From an optimization exercise on the open Yosys and OpenROAD flow, aimed at small area, a short achievable clock period and few clock cycles per item; shortcuts taken in it are not production practice. Only the layout flow was run in this run; the RTL was not checked for function there.

--- flow/design.v ---
module butterfly #(
    parameter int WIDTH = 32
)(
    input  logic signed [WIDTH-1:0] A,
    input  logic signed [WIDTH-1:0] B,
    input  logic signed [WIDTH-1:0] W,
    output logic signed [WIDTH-1:0] out0,
    output logic signed [WIDTH-1:0] out1
);
    localparam int HALF = WIDTH/2;
    logic signed [HALF-1:0] A_real, A_imag, B_real, B_imag, W_real, W_imag;
    assign A_real = A[WIDTH-1:HALF];
    assign A_imag = A[HALF-1:0];
    assign B_real = B[WIDTH-1:HALF];
    assign B_imag = B[HALF-1:0];
    assign W_real = W[WIDTH-1:HALF];
    assign W_imag = W[HALF-1:0];
    logic signed [WIDTH-1:0] mult_ac, mult_bd, mult_ad, mult_bc;
    logic signed [WIDTH-1:0] temp_real, temp_imag;
    assign mult_ac  = B_real * W_real;
    assign mult_bd  = B_imag * W_imag;
    assign mult_ad  = B_real * W_imag;
    assign mult_bc  = B_imag * W_real;
    assign temp_real = mult_ac - mult_bd;
    assign temp_imag = mult_ad + mult_bc;
    logic signed [2*HALF-1:0] bw_real_full, bw_imag_full;
    logic signed [HALF-1:0]   bw_real, bw_imag;
    assign bw_real_full = (temp_real + (1 <<< 14)) >>> 15;
    assign bw_imag_full = (temp_imag + (1 <<< 14)) >>> 15;
    assign bw_real = bw_real_full[HALF-1:0];
    assign bw_imag = bw_imag_full[HALF-1:0];
    logic signed [HALF:0] sum0_r, sum0_i, sum1_r, sum1_i;
    assign sum0_r = A_real + bw_real;
    assign sum0_i = A_imag + bw_imag;
    assign sum1_r = A_real - bw_real;
    assign sum1_i = A_imag - bw_imag;
    assign out0 = {sum0_r[HALF-1:0], sum0_i[HALF-1:0]};
    assign out1 = {sum1_r[HALF-1:0], sum1_i[HALF-1:0]};
endmodule
module fft4 #(
    parameter int WIDTH = 32
)(
    input logic clk,
    input logic rst,
    input logic start,
    output logic done,
    input logic signed [WIDTH-1:0] in0,
    input logic signed [WIDTH-1:0] in1,
    input logic signed [WIDTH-1:0] in2,
    input logic signed [WIDTH-1:0] in3,
    output logic signed [WIDTH-1:0] out0,
    output logic signed [WIDTH-1:0] out1,
    output logic signed [WIDTH-1:0] out2,
    output logic signed [WIDTH-1:0] out3
);
    localparam logic signed [WIDTH-1:0] W0 = {16'sd32767,  16'sd0};           
    localparam logic signed [WIDTH-1:0] W1 = {16'sd0,     -16'sd32768};       
    localparam logic signed [WIDTH-1:0] W2 = {-16'sd32768, 16'sd0};           
    localparam logic signed [WIDTH-1:0] W3 = {16'sd0,      16'sd32767};       
    typedef enum logic [1:0] { 
        RESET = 2'b00,
        STAGE1 = 2'b01,
        STAGE2 = 2'b10,
        DONE = 2'b11
    } state;
    state current_state, next_state;
    logic signed [WIDTH-1:0] bf1_out1, bf1_out2;
    logic signed [WIDTH-1:0] bf2_out1, bf2_out2;
    logic signed [WIDTH-1:0] bf_in0, bf_in1, bf_in2, bf_in3;
    logic signed [WIDTH-1:0] tw_even, tw_odd;
    butterfly #(.WIDTH(WIDTH)) bfeven (
        .A(bf_in0),
        .B(bf_in1),
        .W(tw_even),
        .out0(bf1_out1),
        .out1(bf1_out2)
    );
    butterfly #(.WIDTH(WIDTH)) bfodd (
        .A(bf_in2),
        .B(bf_in3),
        .W(tw_odd),
        .out0(bf2_out1),
        .out1(bf2_out2)
    );
    always_comb begin : state_transition
        case (current_state)
            RESET: next_state = start ? STAGE1 : RESET;  
            STAGE1: next_state = STAGE2;
            STAGE2: next_state = DONE;
            DONE: next_state = start ? STAGE1 : DONE;  
            default next_state = RESET;  
        endcase
    end
    always_ff @(posedge clk or posedge rst) begin
        if (rst) begin
            current_state <= RESET;
        end else begin
            current_state <= next_state;
        end
    end
    always_ff @(posedge clk) begin
        case (current_state)
            RESET: begin
                done <= 0;
                out0 <= 0;
                out1 <= 0;
                out2 <= 0;
                out3 <= 0;
                if (start) begin
                    bf_in0 <= in0;
                    bf_in1 <= in2;
                    bf_in2 <= in1;
                    bf_in3 <= in3;
                    tw_even <= W0;  
                    tw_odd <= W0;   
                end
            end
            STAGE1: begin
                done <= 0;
                bf_in0 <= bf1_out1;  
                bf_in1 <= bf2_out1;  
                bf_in2 <= bf1_out2;  
                bf_in3 <= bf2_out2;  
                tw_even <= W0;  
                tw_odd <= W1;   
            end
            STAGE2: begin
                out0 <= bf1_out1;
                out2 <= bf1_out2;
                out1 <= bf2_out1;
                out3 <= bf2_out2;
                done <= 1;  
            end
            DONE: begin
                if (start) begin
                    done <= 0;
                    bf_in0 <= in0;
                    bf_in1 <= in2;
                    bf_in2 <= in1;
                    bf_in3 <= in3;
                    tw_even <= W0;
                    tw_odd <= W0;
                end
            end
        endcase
    end
endmodule
--- flow/config.mk ---
export PLATFORM = sky130hd
export DESIGN_NAME = fft4
export DESIGN_NICKNAME = fft4
export VERILOG_FILES = /design/flow/design.v
export SDC_FILE = /design/flow/constraint.sdc
export NUM_CORES = 4
export LEC_CHECK = 0
export CAP_MARGIN = 20
export CORE_MARGIN = 2
export CORE_UTILIZATION = 40
export SLEW_MARGIN = 20
--- flow/run.sh ---
#!/bin/bash
# synth_recipe.tcl (not shown) runs the flow's synth.tcl, then flattens the netlist and writes it again
# the make line also repeats each setting of config.mk as NAME=value (left out here)
make -C /OpenROAD-flow-scripts/flow DESIGN_CONFIG=/design/flow/config.mk WORK_HOME=/design/flow/orfs CLKGATE_MAP_FILE= SYNTH_SCRIPT=/design/flow/synth_recipe.tcl finish
--- flow/constraint.sdc ---
create_clock -name core_clock -period 10.0 [get_ports {clk}]
set_input_delay 2.0000 -clock core_clock [delete_from_list [all_inputs] [get_ports {clk}]]
set_output_delay 2.0000 -clock core_clock [all_outputs]
set_load 0.01 [all_outputs]
==> impl_metrics.env <==
export IMPL_status="finished clean"
export IMPL_slowest_stage="fa_1"
export IMPL_final_nets=6229
export IMPL_ios=260
export IMPL_antenna_found_initial=7
export IMPL_cp_buffers_inverters=6
export IMPL_firstDrtPassIters=5
export IMPL_root_buffer="clkbuf_16"
export IMPL_timing_final_crit_share_pct=94.8
export IMPL_drt_wl_total_um=117000
export IMPL_worst_pin_slew_ns=1.01
export IMPL_async_reset_ff_share_pct=0.778
export IMPL_drive_above_1_share_pct=4.52
export IMPL_clk_pin_slew_ns=0.06
export IMPL_ys_seq_area_share_pct=17.4
export IMPL_slowest_delay_ns=0.69
export IMPL_synth_flop_cell="edfxtp_1"
export IMPL_fin_setup_tns_ns=0
export IMPL_yosys_warnings=1
export IMPL_arrival_ns=9.80
export IMPL_grt_max_degree=73
export IMPL_rsz0062_at_grt="false"
export IMPL_hold_path_class="reg -> reg"
export IMPL_grt_use_total_pct=21.3
export IMPL_dpl_cell_area_mm2=0.0488
export IMPL_dr_total_vias=30000
export IMPL_routabilityCongestion=0.942
export IMPL_syn_nets=5979
export IMPL_avgRoutedWirePerCell_um=18.7
export IMPL_clockBufferDepth=3
export IMPL_max_freq_ghz=0.106
export IMPL_hold_viol_final=0
export IMPL_cts_htree_levels=2
export IMPL_drc=0
export IMPL_io_buffer_count=259
export IMPL_worstSetupPathType="reg -> reg"
export IMPL_slew_headroom_pct=32.4
export IMPL_setup_viol=0
export IMPL_r2r_start="bf_in1[24]$_DFFE_PP_"
export IMPL_die_area_mm2=0.114
export IMPL_vias_per_cell=4.82
export IMPL_cpLargestDelayFamily="adder cells"
export IMPL_startpoint="bf_in1[24]$_DFFE_PP_"
export IMPL_fin_area_mm2=0.0501
export IMPL_area_growth_synth_to_final_pct=12.8
export IMPL_end_kind="register"
export IMPL_cp_required_ns=10.32
export IMPL_die_h_um=337
export IMPL_antenna_left=0
export IMPL_ctsHoldBuffers=0
export IMPL_core_mm2=0.110
export IMPL_syn_area_mm2=0.0444
export IMPL_grt_pass1_wl_um=183000
export IMPL_grt_overflow=0
export IMPL_clock_latency_ns=0.60
export IMPL_period_needed_ns=9.48
export IMPL_dpl_hpwl_um=100000
export IMPL_initial_utilization_pct=40.2
export IMPL_ys_types=79
export IMPL_yosys_register_bits=257
export IMPL_grt_pass1_vias=31900
export IMPL_worstSetupStartpointType="register"
export IMPL_avgSynthCellArea_um2=9.95
export IMPL_crit_path_max_fanout=6
export IMPL_hold_start="current_state[1]$_DFF_PP0_"
export IMPL_die_w_um=337
export IMPL_drt_first_iter_violations=1484
export IMPL_cts_tree="yes"
export IMPL_max_cap_violations=0
export IMPL_fin_skew_ns=0.0288
export IMPL_clock_sinks=257
export IMPL_rows=122
export IMPL_cts_made_buffers=37
export IMPL_synth_edff_count=255
export IMPL_synth_cells=4462
export IMPL_drv_slew=0
export IMPL_cpMostUsedCell="fa_1"
[state kept, by name, summed over array words and instances (netlist names)]
name and count:
bf_in0 32, bf_in1 32, bf_in2 32, bf_in3 32, out2 32, out3 32
out0 30, out1 30, current_state 2, tw_odd 2, done 1
[path summary, 6_finish.rpt]
check / to / slack [ns] / cells after the start
setup / recovery: bf_in0[31]$_DFFE_PP_ / 0.52 / 30
setup reg to reg: bf_in0[31]$_DFFE_PP_ / 0.52 / 30
max in group asynchronous: current_state[1]$_DFF_PP0_ / 8.33 / 2
hold / removal: current_state[1]$_DFF_PP0_ / 0.62 / 1
hold reg to reg: current_state[1]$_DFF_PP0_ / 0.62 / 1
min in group asynchronous: current_state[0]$_DFF_PP0_ / 1.56 / 2
[through the flow]
step	hold slack, ns	util (%)	cells	setup WS, ns
after CTS	0.612	45.3	6225	0.230
after global routing	0.690	45.4	6227	0.0132
after detailed placement	0.605	44.3	6159	0.254
after floorplan	0.525	-	4462	0.741
after global placement	0.596	44.2	6158	0.374
final	0.625	45.4	6231	0.524
[worst reg2reg max path: cells and delay by family (launching register included)]
kind                     cells  cell delay (ns)
AND/OR/NAND/NOR              6             0.99
adder cells (fa/ha/maj)     10             4.71
buffers and inverters        6             0.42
flip-flops                   1             0.52
XOR/XNOR                     1             0.11
AO/OA/AOI/OAI                7             2.47
[metal layers]
layer  track usage [%]  wire length [µm]  vias up
li1                  -                 -    14400
met2              33.6             52600      612
met4              5.94              3280        8
met1              28.8             51800    14800
met5                 0                57        -
met3              5.58              8950      128
[synth_stat cells, drive strengths merged, types with 6 or more instances]
cell | instances | area [µm²]
or2 | 29 | 181
clkbuf | 65 | 244
o21ba | 6 | 60.1
mux2i | 9 | 93.8
buf | 18 | 90.1
inv | 1270 | 4770
a21boi | 7 | 52.6
a211oi | 11 | 87.6
nand3 | 29 | 150
edfxtp | 255 | 7660
o2111ai | 7 | 61.3
and2 | 85 | 532
xor2 | 69 | 604
o31ai | 13 | 103
xnor2 | 196 | 1720
o211ai | 14 | 105
a2111oi | 6 | 58.8
fa | 639 | 12800
or3 | 21 | 136
nand2 | 88 | 330
nor2 | 225 | 845
and3 | 28 | 175
nor2b | 48 | 300
o21a | 20 | 150
ha | 747 | 9350
nor3 | 45 | 225
a21oi | 164 | 821
nand2b | 20 | 125
a21o | 49 | 368
mux2 | 64 | 721
o21ai | 87 | 439
a31oi | 20 | 125
o21bai | 22 | 165
nand4 | 10 | 62.6
a221oi | 7 | 73.8
[cell usage in the layout (no fill, tap or decap), types with 33 or more instances in the layout]
cell type,instances
xnor2_1,196
nor2b_1,48
fa_1,639
buf_4,33
edfxtp_1,255
ha_1,745
clkbuf_16,39
clkdlybuf4s50_1,259
nor3_1,45
nand2_1,88
and2_1,85
a21o_1,49
xor2_1,68
mux2_2,63
inv_1,1269
o21ai_0,82
nor2_1,225
a21oi_1,160
[kinds of logic after synthesis]
family	Yosys count	share of synthesized area, %
adder cells (fa/ha/maj)	1386	49.8
buffers and inverters	1353	11.5
AND/OR/NAND/NOR	646	7.23
AO/OA/AOI/OAI	482	7.03
XOR/XNOR	265	5.23
flip-flops	257	17.4
multiplexers	73	1.83
[layout make-up]
class | count | area, µm²
fill | 10500 | 60300
multi-input combinational | 2852 | 31700
sequential | 257 | 7710
inverter | 1270 | 4770
timing repair buffer | 294 | 2880
tap | 1488 | 1860
clock buffer | 46 | 1000
clock inverter | 20 | 189
antenna | 4 | 10.0
[what timing repair did]
action	in CTS	in global routing
setup endpoints to repair	0	23
gates resized for setup	0	11
hold endpoints to repair	0	0
setup buffers	0	2

## what the ideal ports hide
In the flow no input, the clock included, has a driving cell. The finished layout below was timed again as built, in two steps. Step 1: set_driving_cell puts a clkbuf_16 on clk and a buf_2 on each other input, an assumption about the parent block. Step 2 moves the port delays by t, midway between the first and last clock arrival at a register: inputs arrive t later, outputs are due t later. That takes back most of the time a late clock gives input paths. Three values: ideal ports, drivers, drivers and shift; two values: the first two.
t (ns): 0.649
setup slack, ns: 0.524 / 0.524 / 0.524
worst setup path after step 2: register to register
worst register clock-pin slew, ns: 0.07 / 0.07
After both steps this run still meets setup and hold. The setup slack of this run moves by 0.000 ns with the drivers and by 0.000 ns with both steps.
